This design comes from an exercise in tuning for small area, a short achievable clock period and few clock cycles on the open sky130 flow, not from production work.
At most, simulation tests tie the RTL to the original design; equivalence was not proved.
Power and IR drop assume default switching activity.

==> run a: inputs <==
==> flow/design.v <==
module JAM (
	input CLK,
	input RST,
	output [2:0] W,
	output [2:0] J,
	input [6:0] Cost,
	output [3:0] MatchCount,
	output reg [9:0] MinCost,
	output reg Valid
);
integer k;
localparam S_ITER = 2'd0, S_WALK = 2'd1, S_BM = 2'd2, S_DONE = 2'd3;
reg [1:0] st;
reg [2:0] ph;         
reg       first;      
reg [7:0] pend;       
reg [2:0] jc;         
reg [2:0] r;          
reg       dec;        
reg       vA, vB;     
reg [7:0] used;       
reg [7:0] inT;        
reg [7:0] mt;         
reg       walking;    
reg [3:0] rdone;      
reg       ddone;      
reg [8:0] K;          
reg [2:0] L;
reg       res;
reg [3:0] cnt;
reg [7:0] nv [0:7];   
reg [7:0] ur [0:7];   
reg [8:0] M  [0:7];   
reg [2:0] way[0:7];
reg [7:0] wroot;
reg [2:0] p  [0:7];   
reg [7:0] T  [0:7];   
reg [8:0] D;          
reg [2:0] j0;         
reg [2:0] wj;         
reg [2:0] wrow;       
reg [2:0] jA, rowA;
reg [8:0] KselA;
reg       foldA, zinitA;
reg [8:0] MjB;
reg       lastA, startA;
reg [2:0] jB, rowB;
reg [8:0] xB;
reg [7:0] UB;
reg [2:0] pB;
reg       mtB, lastB, startB;
reg [8:0] Dmin;
reg [2:0] j1;
reg [2:0] pbest;
reg       mtbest;
reg [2:0] stk [0:5];
reg [5:0] hm;         
assign MatchCount = cnt;
function [2:0] lowest;
	input [7:0] m;
	begin
		casez (m)
			8'b???????1: lowest = 3'd0;
			8'b??????10: lowest = 3'd1;
			8'b?????100: lowest = 3'd2;
			8'b????1000: lowest = 3'd3;
			8'b???10000: lowest = 3'd4;
			8'b??100000: lowest = 3'd5;
			8'b?1000000: lowest = 3'd6;
			default:     lowest = 3'd7;
		endcase
	end
endfunction
function [9:0] fadd;
	input [9:0] a, b;
	input cin;
	begin
		fadd = a + b + {9'd0, cin};
	end
endfunction
function flt;
	input [8:0] a, b;
	begin
		flt = a < b;
	end
endfunction
function [7:0] qoh;
	input [2:0] x;
	integer i;
	begin
		for (i = 0; i < 8; i = i + 1) qoh[i] = (p[i] == x);
	end
endfunction
wire       dec_go = dec & mtbest;                           
wire       newph  = dec & ~mtbest & (ph != 3'd7) & (st == S_ITER);  
wire [9:0] Kc     = fadd({1'b0, Dmin}, {2'b11, ~ur[r]}, 1'b1);
wire [8:0] Kcur   = Kc[8:0];
wire       issue  = (st == S_ITER || st == S_BM) && (pend != 8'd0) && (!dec || mtbest || newph);
wire [2:0] jci    = jc;
wire [7:0] pend_n = pend & ~(8'd1 << jc);
wire       zinit  = (st == S_ITER) && first && !dec && (ph == 3'd0);
wire       fold   = issue && (st == S_ITER) && ((first && !dec) || newph);
wire       fixing = (first || st == S_WALK) && !dec && (inT != 8'd0);
wire [8:0] Ksel   = used[jci] ? (newph ? Dmin : D) : (newph ? 9'd0 : (dec ? Kcur : K));
assign W = r;
assign J = jc;
wire [7:0] nvA  = zinitA ? 8'd0 : nv[jA];
wire [9:0] opa  = {3'b000, Cost};
wire [9:0] opb  = {nvA[7], nvA[7], nvA};
wire [9:0] opc  = {1'b0, KselA};
wire [9:0] mj3  = (opa & opb) | (opa & opc) | (opb & opc);
wire [9:0] x3   = fadd(opa ^ opb ^ opc, {mj3[8:0], 1'b0}, 1'b0);
wire [9:0] nvW  = fadd(opb, opc, 1'b0);
wire [8:0] Mj     = MjB;
wire       lt_xM  = flt(xB, Mj);
wire       lt_xD  = flt(xB, Dmin);
wire       lt_MD  = flt(Mj, Dmin);
wire       less   = first | lt_xM;
wire       better = startB | (less ? lt_xD : lt_MD);
wire [8:0] newM   = less ? xB : Mj;
wire       sb     = vB && lastB && (st == S_ITER);
wire [2:0] j1f    = better ? jB : j1;
wire       mtf    = better ? mtB : mtbest;
wire [2:0] pf     = first ? p[j1f] : (better ? pB : pbest);
wire [7:0] pnf    = ~(used | (8'd1 << j1f));
wire [7:0] used_r = used & (used - 8'd1);
wire [7:0] inT_r  = inT & (inT - 8'd1);
wire       trans  = (st == S_WALK) && !walking && (used_r == 8'd0) && (inT_r == 8'd0);
reg  [2:0] bl;
reg        bany;
reg  [7:0] um;        
reg  [7:0] umj;       
always @(*) begin
	umj = 8'd0;
	for (k = 0; k < 5; k = k + 1)
		if (k < bl) umj = umj | (8'd1 << stk[k]);
end
always @(*) begin
	bany = 1'b0;
	bl = 3'd0;
	for (k = 0; k < 6; k = k + 1)
		if (hm[k] && k < L) begin bany = 1'b1; bl = k; end
end
reg        dead;
always @(*) begin
	dead = 1'b0;
	for (k = 1; k < 8; k = k + 1)
		if (k > L && rdone > k && (T[k] & ~um) == 8'd0) dead = 1'b1;
end
wire [7:0] rowL  = T[L];
wire [7:0] above = res ? ~((8'd2 << stk[L]) - 8'd1) : 8'hff;
wire [7:0] cand  = rowL & ~um & above;
wire [7:0] fr    = ~um;
wire [7:0] x6    = T[6] & fr;
wire [7:0] x7    = T[7] & fr;
wire       two   = (x6 == fr) && (x7 == fr);
wire       one   = (x6 != 8'd0) && (x7 != 8'd0) && ((x6 | x7) == fr);
wire [1:0] leaves = two ? 2'd2 : (one ? 2'd1 : 2'd0);
wire       drun  = (st == S_BM) && !ddone && (rdone > {1'b0, L}) && (L != 3'd6 || rdone[3]);
always @(posedge CLK or posedge RST) begin
	if (RST) begin
		st <= S_ITER;
		ph <= 3'd0;
		first <= 1'b1;
		pend <= 8'hff;
		jc <= 3'd0;
		r <= 3'd0;
		dec <= 1'b0;
		vA <= 1'b0;
		vB <= 1'b0;
		used <= 8'd0;
		inT <= 8'd0;
		mt <= 8'd0;
		walking <= 1'b0;
		rdone <= 4'd0;
		ddone <= 1'b0;
		K <= 9'd0;
		Valid <= 1'b0;
		L <= 3'd0;
		um <= 8'd0;
		res <= 1'b0;
		cnt <= 4'd0;
	end else begin
		vA <= issue;
		if (issue) begin
			pend <= pend_n;
			jc <= lowest(pend_n);
		end
		vB <= vA;
		dec <= vB && lastB && (st == S_ITER);
		if (vB && st == S_BM && lastB) rdone <= rdone + 4'd1;
		if (sb) begin
			if (mtf) begin
				r <= pf;
				pend <= pnf;
				jc <= lowest(pnf);
			end else if (ph != 3'd7) begin
				r <= ph + 3'd1;
				pend <= 8'hff;
				jc <= 3'd0;
			end
		end
		if (fold) used <= used & ~(8'd1 << jci);
		if (dec_go) begin
			used <= used | (8'd1 << j1);
			inT <= inT | (8'd1 << r);
			K <= Kcur;
			first <= 1'b0;
		end
		if (dec && !mtbest) begin
			mt <= mt | (8'd1 << j1);
			walking <= 1'b1;
			if (ph == 3'd7) begin
				st <= S_WALK;
			end else begin
				ph <= ph + 3'd1;
				first <= 1'b1;
				K <= 9'd0;
			end
		end
		if (walking && wroot[wj]) walking <= 1'b0;
		if (fixing) inT <= inT_r;
		if (st == S_WALK) used <= used_r;
		if (trans) begin
			st <= S_BM;
			r <= 3'd0;
			pend <= ~qoh(3'd0);
			jc <= lowest(~qoh(3'd0));
			K <= 9'd0;
			rdone <= 4'd0;
			L <= 3'd0;
			um <= 8'd0;
			res <= 1'b0;
			cnt <= 4'd0;
			ddone <= 1'b0;
		end
		if (st == S_BM) begin
			if (issue && pend_n == 8'd0 && r != 3'd7) begin
				r <= r + 3'd1;
				pend <= ~qoh(r + 3'd1);
				jc <= lowest(~qoh(r + 3'd1));
			end
		end
		if (drun) begin
			if (L == 3'd6 || cand == 8'd0 || dead) begin
				if (L == 3'd6) cnt <= cnt + {2'b00, leaves};
				if (bany) begin
					L <= bl;
					um <= umj;
					res <= 1'b1;
				end else begin
					ddone <= 1'b1;
					Valid <= 1'b1;
				end
			end else begin
				L <= L + 3'd1;
				um <= um | (8'd1 << lowest(cand));
				res <= 1'b0;
			end
		end
		if (st == S_BM && ddone) st <= S_DONE;
	end
end
always @(posedge CLK) begin
	jA <= jci;
	rowA <= W;
	KselA <= Ksel;
	foldA <= fold;
	zinitA <= zinit;
	lastA <= (pend_n == 8'd0);
	startA <= dec || (st == S_ITER && pend == 8'hff);
	jB <= jA;
	rowB <= rowA;
	xB <= x3[8:0];
	MjB <= M[jA];
	if (foldA) nv[jA] <= nvW[7:0];
	UB <= ur[rowA];
	pB <= p[jA];
	mtB <= mt[jA];
	lastB <= lastA;
	startB <= startA;
	if (vB && st == S_ITER) begin
		if (less) M[jB] <= xB;
		if (less && !first) begin
			way[jB] <= j0;
			wroot[jB] <= 1'b0;
		end
		if (better) begin
			Dmin <= newM;
			j1 <= jB;
			pbest <= pB;
			mtbest <= mtB;
		end
	end
	if (vB && st == S_BM) T[rowB][jB] <= (xB == {1'b0, UB});
	if (dec && first) wroot <= 8'hff;
	if (dec_go) begin
		D <= Dmin;
		nv[j1] <= fadd({2'b00, nv[j1]}, {2'b11, ~Dmin[7:0]}, 1'b1);
		ur[r] <= fadd({2'b00, ur[r]}, {2'b11, ~Dmin[7:0]}, 1'b1);
		j0 <= j1;
	end
	if (dec && !mtbest) begin
		D <= Dmin;
		MinCost <= fadd((ph == 3'd0) ? 10'd0 : MinCost, {1'b0, Dmin}, 1'b0);
		wj <= j1;
		wrow <= ph;
		ur[ph] <= Dmin[7:0];
	end
	if (walking) begin
		p[wj] <= wroot[wj] ? wrow : p[way[wj]];
		wj <= way[wj];
	end
	if (fixing) ur[lowest(inT)] <= fadd({2'b00, ur[lowest(inT)]}, {2'b00, D[7:0]}, 1'b0);
	if (st == S_WALK && used != 8'd0) nv[lowest(used)] <= fadd({2'b00, nv[lowest(used)]}, {2'b00, D[7:0]}, 1'b0);
	if (trans) begin
		T[0] <= qoh(3'd0);
	end
	if (st == S_BM) begin
		if (issue && pend_n == 8'd0 && r != 3'd7) T[r + 3'd1] <= qoh(r + 3'd1);
	end
	if (drun && L != 3'd6 && cand != 8'd0 && !dead) begin
		stk[L] <= lowest(cand);
		hm[L] <= (cand & ~(8'd1 << lowest(cand))) != 8'd0;
	end
end
endmodule
==> flow/run.sh <==
#!/bin/bash
# synth_recipe.tcl (not shown) runs the flow's synth.tcl, then flattens the netlist and writes it again
# the make line also repeats each setting of config.mk as NAME=value (left out here)
make -C /OpenROAD-flow-scripts/flow DESIGN_CONFIG=/design/flow/config.mk WORK_HOME=/design/flow/orfs CLKGATE_MAP_FILE= SYNTH_SCRIPT=/design/flow/synth_recipe.tcl finish
==> flow/config.mk <==
export PLATFORM = sky130hd
export DESIGN_NAME = JAM
export DESIGN_NICKNAME = JAM
export VERILOG_FILES = /design/flow/design.v
export SDC_FILE = /design/flow/constraint.sdc
export NUM_CORES = 4
export LEC_CHECK = 0
export CAP_MARGIN = 20
export CORE_MARGIN = 2
export CORE_UTILIZATION = 40
export SLEW_MARGIN = 20
==> flow/constraint.sdc <==
create_clock -name core_clock -period 5.0 [get_ports {CLK}]
set_input_delay 1.0000 -clock core_clock [delete_from_list [all_inputs] [get_ports {CLK}]]
set_output_delay 1.0000 -clock core_clock [all_outputs]
set_load 0.01 [all_outputs]
==> run b: changes against run a <==
--- a/flow/design.v
+++ b/flow/design.v
@@ -24,2 +24,3 @@
 reg       walking;    
+reg       dfix;       
 reg [3:0] rdone;      
@@ -27,2 +28,3 @@
 reg [8:0] K;          
+reg [4:0] kacc;
 reg [2:0] L;
@@ -51,6 +53,11 @@
 reg       mtB, lastB, startB;
+reg [7:0] pnB;
+reg [2:0] jnB;
 reg [8:0] Dmin;
 reg [2:0] j1;
+reg [8:0] Kbest;
 reg [2:0] pbest;
 reg       mtbest;
+reg [7:0] pnbest;
+reg [2:0] jnbest;
 reg [2:0] stk [0:5];
@@ -76,4 +83,21 @@
 	input cin;
+	reg [9:0] p, G, P, Gn, Pn;
+	integer i, d;
 	begin
-		fadd = a + b + {9'd0, cin};
+		p = a ^ b;
+		G = a & b;
+		P = a | b;
+		for (d = 1; d < 10; d = d * 2) begin
+			Gn = G;
+			Pn = P;
+			for (i = d; i < 10; i = i + 1) begin
+				Gn[i] = G[i] | (P[i] & G[i - d]);
+				Pn[i] = P[i] & P[i - d];
+			end
+			G = Gn;
+			P = Pn;
+		end
+		fadd[0] = p[0] ^ cin;
+		for (i = 1; i < 10; i = i + 1)
+			fadd[i] = p[i] ^ (G[i - 1] | (P[i - 1] & cin));
 	end
@@ -82,4 +106,18 @@
 	input [8:0] a, b;
+	reg [8:0] G, P, Gn, Pn;
+	integer i, d;
 	begin
-		flt = a < b;
+		G = a & ~b;
+		P = a | ~b;
+		for (d = 1; d < 9; d = d * 2) begin
+			Gn = G;
+			Pn = P;
+			for (i = d; i < 9; i = i + 1) begin
+				Gn[i] = G[i] | (P[i] & G[i - d]);
+				Pn[i] = P[i] & P[i - d];
+			end
+			G = Gn;
+			P = Pn;
+		end
+		flt = ~(G[8] | P[8]);
 	end
@@ -93,14 +131,11 @@
 endfunction
-wire       dec_go = dec & mtbest;                           
-wire       newph  = dec & ~mtbest & (ph != 3'd7) & (st == S_ITER);  
-wire [9:0] Kc     = fadd({1'b0, Dmin}, {2'b11, ~ur[r]}, 1'b1);
-wire [8:0] Kcur   = Kc[8:0];
-wire       issue  = (st == S_ITER || st == S_BM) && (pend != 8'd0) && (!dec || mtbest || newph);
-wire [2:0] jci    = jc;
+wire       dec_go = dec & mtbest & (~first | dfix);    
+wire       dec_fx = dec & mtbest & first & ~dfix;      
+wire       issue  = (st == S_ITER || st == S_BM) && (pend != 8'd0) && !(dec && !dec_go);
 wire [7:0] pend_n = pend & ~(8'd1 << jc);
 wire       zinit  = (st == S_ITER) && first && !dec && (ph == 3'd0);
-wire       fold   = issue && (st == S_ITER) && ((first && !dec) || newph);
+wire       fold   = issue && first && !dec && (st == S_ITER);
 wire       fixing = (first || st == S_WALK) && !dec && (inT != 8'd0);
-wire [8:0] Ksel   = used[jci] ? (newph ? Dmin : D) : (newph ? 9'd0 : (dec ? Kcur : K));
-assign W = r;
+wire [8:0] Ksel   = used[jc] ? D : (dec ? Kbest : K);
+assign W = dec ? pbest : r;
 assign J = jc;
@@ -117,2 +152,4 @@
 wire       lt_MD  = flt(Mj, Dmin);
+wire [9:0] Kx     = fadd({1'b0, xB}, {2'b11, ~UB}, 1'b1);
+wire [9:0] KM     = fadd({1'b0, Mj}, {2'b11, ~UB}, 1'b1);
 wire       less   = first | lt_xM;
@@ -120,7 +157,3 @@
 wire [8:0] newM   = less ? xB : Mj;
-wire       sb     = vB && lastB && (st == S_ITER);
-wire [2:0] j1f    = better ? jB : j1;
-wire       mtf    = better ? mtB : mtbest;
-wire [2:0] pf     = first ? p[j1f] : (better ? pB : pbest);
-wire [7:0] pnf    = ~(used | (8'd1 << j1f));
+wire [8:0] Knew   = less ? Kx[8:0] : KM[8:0];
 wire [7:0] used_r = used & (used - 8'd1);
@@ -143,8 +176,2 @@
 end
-reg        dead;
-always @(*) begin
-	dead = 1'b0;
-	for (k = 1; k < 8; k = k + 1)
-		if (k > L && rdone > k && (T[k] & ~um) == 8'd0) dead = 1'b1;
-end
 wire [7:0] rowL  = T[L];
@@ -174,2 +201,3 @@
 		walking <= 1'b0;
+		dfix <= 1'b0;
 		rdone <= 4'd0;
@@ -178,2 +206,3 @@
 		Valid <= 1'b0;
+		kacc <= 5'd0;
 		L <= 3'd0;
@@ -190,20 +219,19 @@
 		dec <= vB && lastB && (st == S_ITER);
+		if (vB && lastB && st == S_ITER) begin
+			pend <= better ? pnB : pnbest;
+			jc <= better ? jnB : jnbest;
+		end
 		if (vB && st == S_BM && lastB) rdone <= rdone + 4'd1;
-		if (sb) begin
-			if (mtf) begin
-				r <= pf;
-				pend <= pnf;
-				jc <= lowest(pnf);
-			end else if (ph != 3'd7) begin
-				r <= ph + 3'd1;
-				pend <= 8'hff;
-				jc <= 3'd0;
-			end
+		if (fold) used <= used & ~(8'd1 << jc);
+		if (dec_fx) begin
+			dfix <= 1'b1;
+			dec <= 1'b1;
 		end
-		if (fold) used <= used & ~(8'd1 << jci);
 		if (dec_go) begin
 			used <= used | (8'd1 << j1);
-			inT <= inT | (8'd1 << r);
-			K <= Kcur;
+			inT <= inT | (8'd1 << pbest);
+			K <= Kbest;
+			r <= pbest;
 			first <= 1'b0;
+			dfix <= 1'b0;
 		end
@@ -212,2 +240,3 @@
 			walking <= 1'b1;
+			dfix <= 1'b0;
 			if (ph == 3'd7) begin
@@ -216,3 +245,6 @@
 				ph <= ph + 3'd1;
+				r <= ph + 3'd1;
 				first <= 1'b1;
+				pend <= 8'hff;
+				jc <= 3'd0;
 				K <= 9'd0;
@@ -230,2 +262,3 @@
 			rdone <= 4'd0;
+			kacc <= 5'd0;
 			L <= 3'd0;
@@ -242,5 +275,6 @@
 			end
+			if (!kacc[4]) kacc <= kacc + 5'd1;
 		end
 		if (drun) begin
-			if (L == 3'd6 || cand == 8'd0 || dead) begin
+			if (L == 3'd6 || cand == 8'd0) begin
 				if (L == 3'd6) cnt <= cnt + {2'b00, leaves};
@@ -264,3 +298,3 @@
 always @(posedge CLK) begin
-	jA <= jci;
+	jA <= jc;
 	rowA <= W;
@@ -276,3 +310,3 @@
 	if (foldA) nv[jA] <= nvW[7:0];
-	UB <= ur[rowA];
+	UB <= ur[(st == S_BM) ? rowA : p[jA]];
 	pB <= p[jA];
@@ -281,2 +315,4 @@
 	startB <= startA;
+	pnB <= ~((first ? 8'd0 : used) | (8'd1 << jA));
+	jnB <= lowest(~((first ? 8'd0 : used) | (8'd1 << jA)));
 	if (vB && st == S_ITER) begin
@@ -290,4 +326,7 @@
 			j1 <= jB;
+			Kbest <= Knew;
 			pbest <= pB;
 			mtbest <= mtB;
+			pnbest <= pnB;
+			jnbest <= jnB;
 		end
@@ -295,3 +334,7 @@
 	if (vB && st == S_BM) T[rowB][jB] <= (xB == {1'b0, UB});
-	if (dec && first) wroot <= 8'hff;
+	if (dec && first && !dfix) wroot <= 8'hff;
+	if (dec_fx) begin
+		pbest <= p[j1];
+		Kbest <= fadd({1'b0, Dmin}, {2'b11, ~ur[p[j1]]}, 1'b1);
+	end
 	if (dec_go) begin
@@ -299,3 +342,3 @@
 		nv[j1] <= fadd({2'b00, nv[j1]}, {2'b11, ~Dmin[7:0]}, 1'b1);
-		ur[r] <= fadd({2'b00, ur[r]}, {2'b11, ~Dmin[7:0]}, 1'b1);
+		ur[pbest] <= fadd({2'b00, ur[pbest]}, {2'b11, ~Dmin[7:0]}, 1'b1);
 		j0 <= j1;
@@ -304,3 +347,2 @@
 		D <= Dmin;
-		MinCost <= fadd((ph == 3'd0) ? 10'd0 : MinCost, {1'b0, Dmin}, 1'b0);
 		wj <= j1;
@@ -317,2 +359,3 @@
 		T[0] <= qoh(3'd0);
+		MinCost <= 10'd0;
 	end
@@ -320,4 +363,8 @@
 		if (issue && pend_n == 8'd0 && r != 3'd7) T[r + 3'd1] <= qoh(r + 3'd1);
+		if (!kacc[4]) begin
+			if (!kacc[3]) MinCost <= fadd(MinCost, {3'd0, ur[kacc[2:0]][6:0]}, 1'b0);
+			else          MinCost <= fadd(MinCost, {3'b111, ~nv[kacc[2:0]][6:0]}, 1'b1);
+		end
 	end
-	if (drun && L != 3'd6 && cand != 8'd0 && !dead) begin
+	if (drun && L != 3'd6 && cand != 8'd0) begin
 		stk[L] <= lowest(cand);
- ABC_CLOCK_PERIOD_IN_PS: unset -> 3500
- SETUP_SLACK_MARGIN: unset -> 1.0
==> run c: changes against run a <==
--- a/flow/design.v
+++ b/flow/design.v
@@ -53,2 +53,3 @@
 reg [2:0] j1;
+reg [7:0] Ubest;
 reg [2:0] pbest;
@@ -95,7 +96,10 @@
 wire       newph  = dec & ~mtbest & (ph != 3'd7) & (st == S_ITER);  
-wire [9:0] Kc     = fadd({1'b0, Dmin}, {2'b11, ~ur[r]}, 1'b1);
+wire [2:0] p1     = p[j1];
+wire [2:0] pcur   = first ? p1 : pbest;
+wire [9:0] Kc     = fadd({1'b0, Dmin}, {2'b11, ~(first ? ur[p1] : Ubest)}, 1'b1);
 wire [8:0] Kcur   = Kc[8:0];
-wire       issue  = (st == S_ITER || st == S_BM) && (pend != 8'd0) && (!dec || mtbest || newph);
-wire [2:0] jci    = jc;
-wire [7:0] pend_n = pend & ~(8'd1 << jc);
+wire       issue  = (st == S_ITER || st == S_BM) && (newph || dec_go || ((pend != 8'd0) && !dec));
+wire [7:0] pendi  = newph ? 8'hff : (dec_go ? ~(used | (8'd1 << j1)) : pend);
+wire [2:0] jci    = newph ? 3'd0 : (dec_go ? lowest(pendi) : jc);
+wire [7:0] pend_n = pendi & ~(8'd1 << jci);
 wire       zinit  = (st == S_ITER) && first && !dec && (ph == 3'd0);
@@ -104,4 +108,4 @@
 wire [8:0] Ksel   = used[jci] ? (newph ? Dmin : D) : (newph ? 9'd0 : (dec ? Kcur : K));
-assign W = r;
-assign J = jc;
+assign W = newph ? ph + 3'd1 : (dec ? pcur : r);
+assign J = jci;
 wire [7:0] nvA  = zinitA ? 8'd0 : nv[jA];
@@ -120,7 +124,2 @@
 wire [8:0] newM   = less ? xB : Mj;
-wire       sb     = vB && lastB && (st == S_ITER);
-wire [2:0] j1f    = better ? jB : j1;
-wire       mtf    = better ? mtB : mtbest;
-wire [2:0] pf     = first ? p[j1f] : (better ? pB : pbest);
-wire [7:0] pnf    = ~(used | (8'd1 << j1f));
 wire [7:0] used_r = used & (used - 8'd1);
@@ -191,13 +190,2 @@
 		if (vB && st == S_BM && lastB) rdone <= rdone + 4'd1;
-		if (sb) begin
-			if (mtf) begin
-				r <= pf;
-				pend <= pnf;
-				jc <= lowest(pnf);
-			end else if (ph != 3'd7) begin
-				r <= ph + 3'd1;
-				pend <= 8'hff;
-				jc <= 3'd0;
-			end
-		end
 		if (fold) used <= used & ~(8'd1 << jci);
@@ -205,4 +193,5 @@
 			used <= used | (8'd1 << j1);
-			inT <= inT | (8'd1 << r);
+			inT <= inT | (8'd1 << pcur);
 			K <= Kcur;
+			r <= pcur;
 			first <= 1'b0;
@@ -216,2 +205,3 @@
 				ph <= ph + 3'd1;
+				r <= ph + 3'd1;
 				first <= 1'b1;
@@ -276,3 +266,3 @@
 	if (foldA) nv[jA] <= nvW[7:0];
-	UB <= ur[rowA];
+	UB <= ur[(st == S_BM) ? rowA : p[jA]];
 	pB <= p[jA];
@@ -290,2 +280,3 @@
 			j1 <= jB;
+			Ubest <= UB;
 			pbest <= pB;
@@ -299,3 +290,3 @@
 		nv[j1] <= fadd({2'b00, nv[j1]}, {2'b11, ~Dmin[7:0]}, 1'b1);
-		ur[r] <= fadd({2'b00, ur[r]}, {2'b11, ~Dmin[7:0]}, 1'b1);
+		ur[pcur] <= fadd({2'b00, ur[pcur]}, {2'b11, ~Dmin[7:0]}, 1'b1);
 		j0 <= j1;
- CORE_UTILIZATION: 40 -> 65
==> qor summary <==
metric	run c	run b	run a
Hold slack final	0.332 ns	0.332 ns	0.328 ns
Overall power after layout	9.79 mW	10.6 mW	9.75 mW
Transition time of the tightest slew-check pin	1.23 ns	1.09 ns	1.06 ns
Synthesized-area fraction occupied by xor and xnor cells	0.0225	0.0261	0.0251
Achievable clock frequency	212 MHz	247 MHz	215 MHz
Combinational cell fraction of total power	0.020	0.025	0.027
Share of flip-flops with an asynchronous set or reset after synthesis	0.145	0.148	0.147
Area fraction in compound gates after synthesis	0.139	0.131	0.137
Routed length on met3	11,100 um	8670 um	7960 um
Global routing met1 resource utilization	0.523	0.336	0.340
Dpl ws	0.0907 ns	0.524 ns	0.423 ns
Max IR drop VDD	0.288 mV	0.232 mV	0.292 mV
Placed Instances	3,723	4,505	3,981
Worst r2r src	p[1][1]$_DFFE_PP_	jc[1]$_DFF_PP0_	used[0]$_DFFE_PP0P_
Number of enable flip-flop cells after synthesis	394	396	386
Register-to-register path setup slack	0.30 ns	0.95 ns	0.34 ns
Arrival time worst endpoint	3.73 ns	4.35 ns	5.04 ns
Number of core rows	83	110	103
Outcome	no timing/DRC/antenna violations	no timing/DRC/antenna violations	no timing/DRC/antenna violations
Clk pwr	4.74 mW	5.15 mW	4.71 mW
Combined flip-flop and latch cell area	0.0152 mm^2	0.0160 mm^2	0.0150 mm^2
Setup repair after global routing missed its margin	false	true	false
Worst Skew	0.0507 ns	0.0246 ns	0.0599 ns
CP max FO	19	18	13
Wire length the detailed router placed on met1	38,900 um	49,200 um	43,200 um
Via count of the first global-routing pass	26,400	26,800	24,900
Testbench counts of run a, summed over its fixed seeds: cycles 3,556.
Testbench counts of run c, summed over its fixed seeds: cycles 3,556.
For run b, only the layout was checked, not whether the RTL still works.

[afterwards: timing with drivers on the ports]
In the flow no input, the clock included, has a driving cell. The finished layouts below were timed again as built, in two steps.
Step 1, drivers: a clkbuf_16 drives CLK and a buf_2 each remaining input, both assumed.
Step 2 adds t to the input delays and takes it off the output delays; t is the mean of the earliest and latest rising clock arrival at the registers after step 1. Input paths then give back, and output paths get back, about the clock's delay inside the block.
a / b / c = ideal / step 1 / step 2; a / b = the first two.
run | shift t [ns] | slack for setup (ns) | hold WS [ns]
run a | 0.727 | 0.340 / 0.340 / 0.340 | 0.328 / 0.328 / 0.328
run b | 0.686 | 0.954 / 0.954 / 0.954 | 0.332 / 0.332 / 0.332
run c | 0.701 | 0.272 / 0.209 / 0.301 | 0.332 / 0.332 / 0.332
After both steps setup and hold are still met in every run listed.
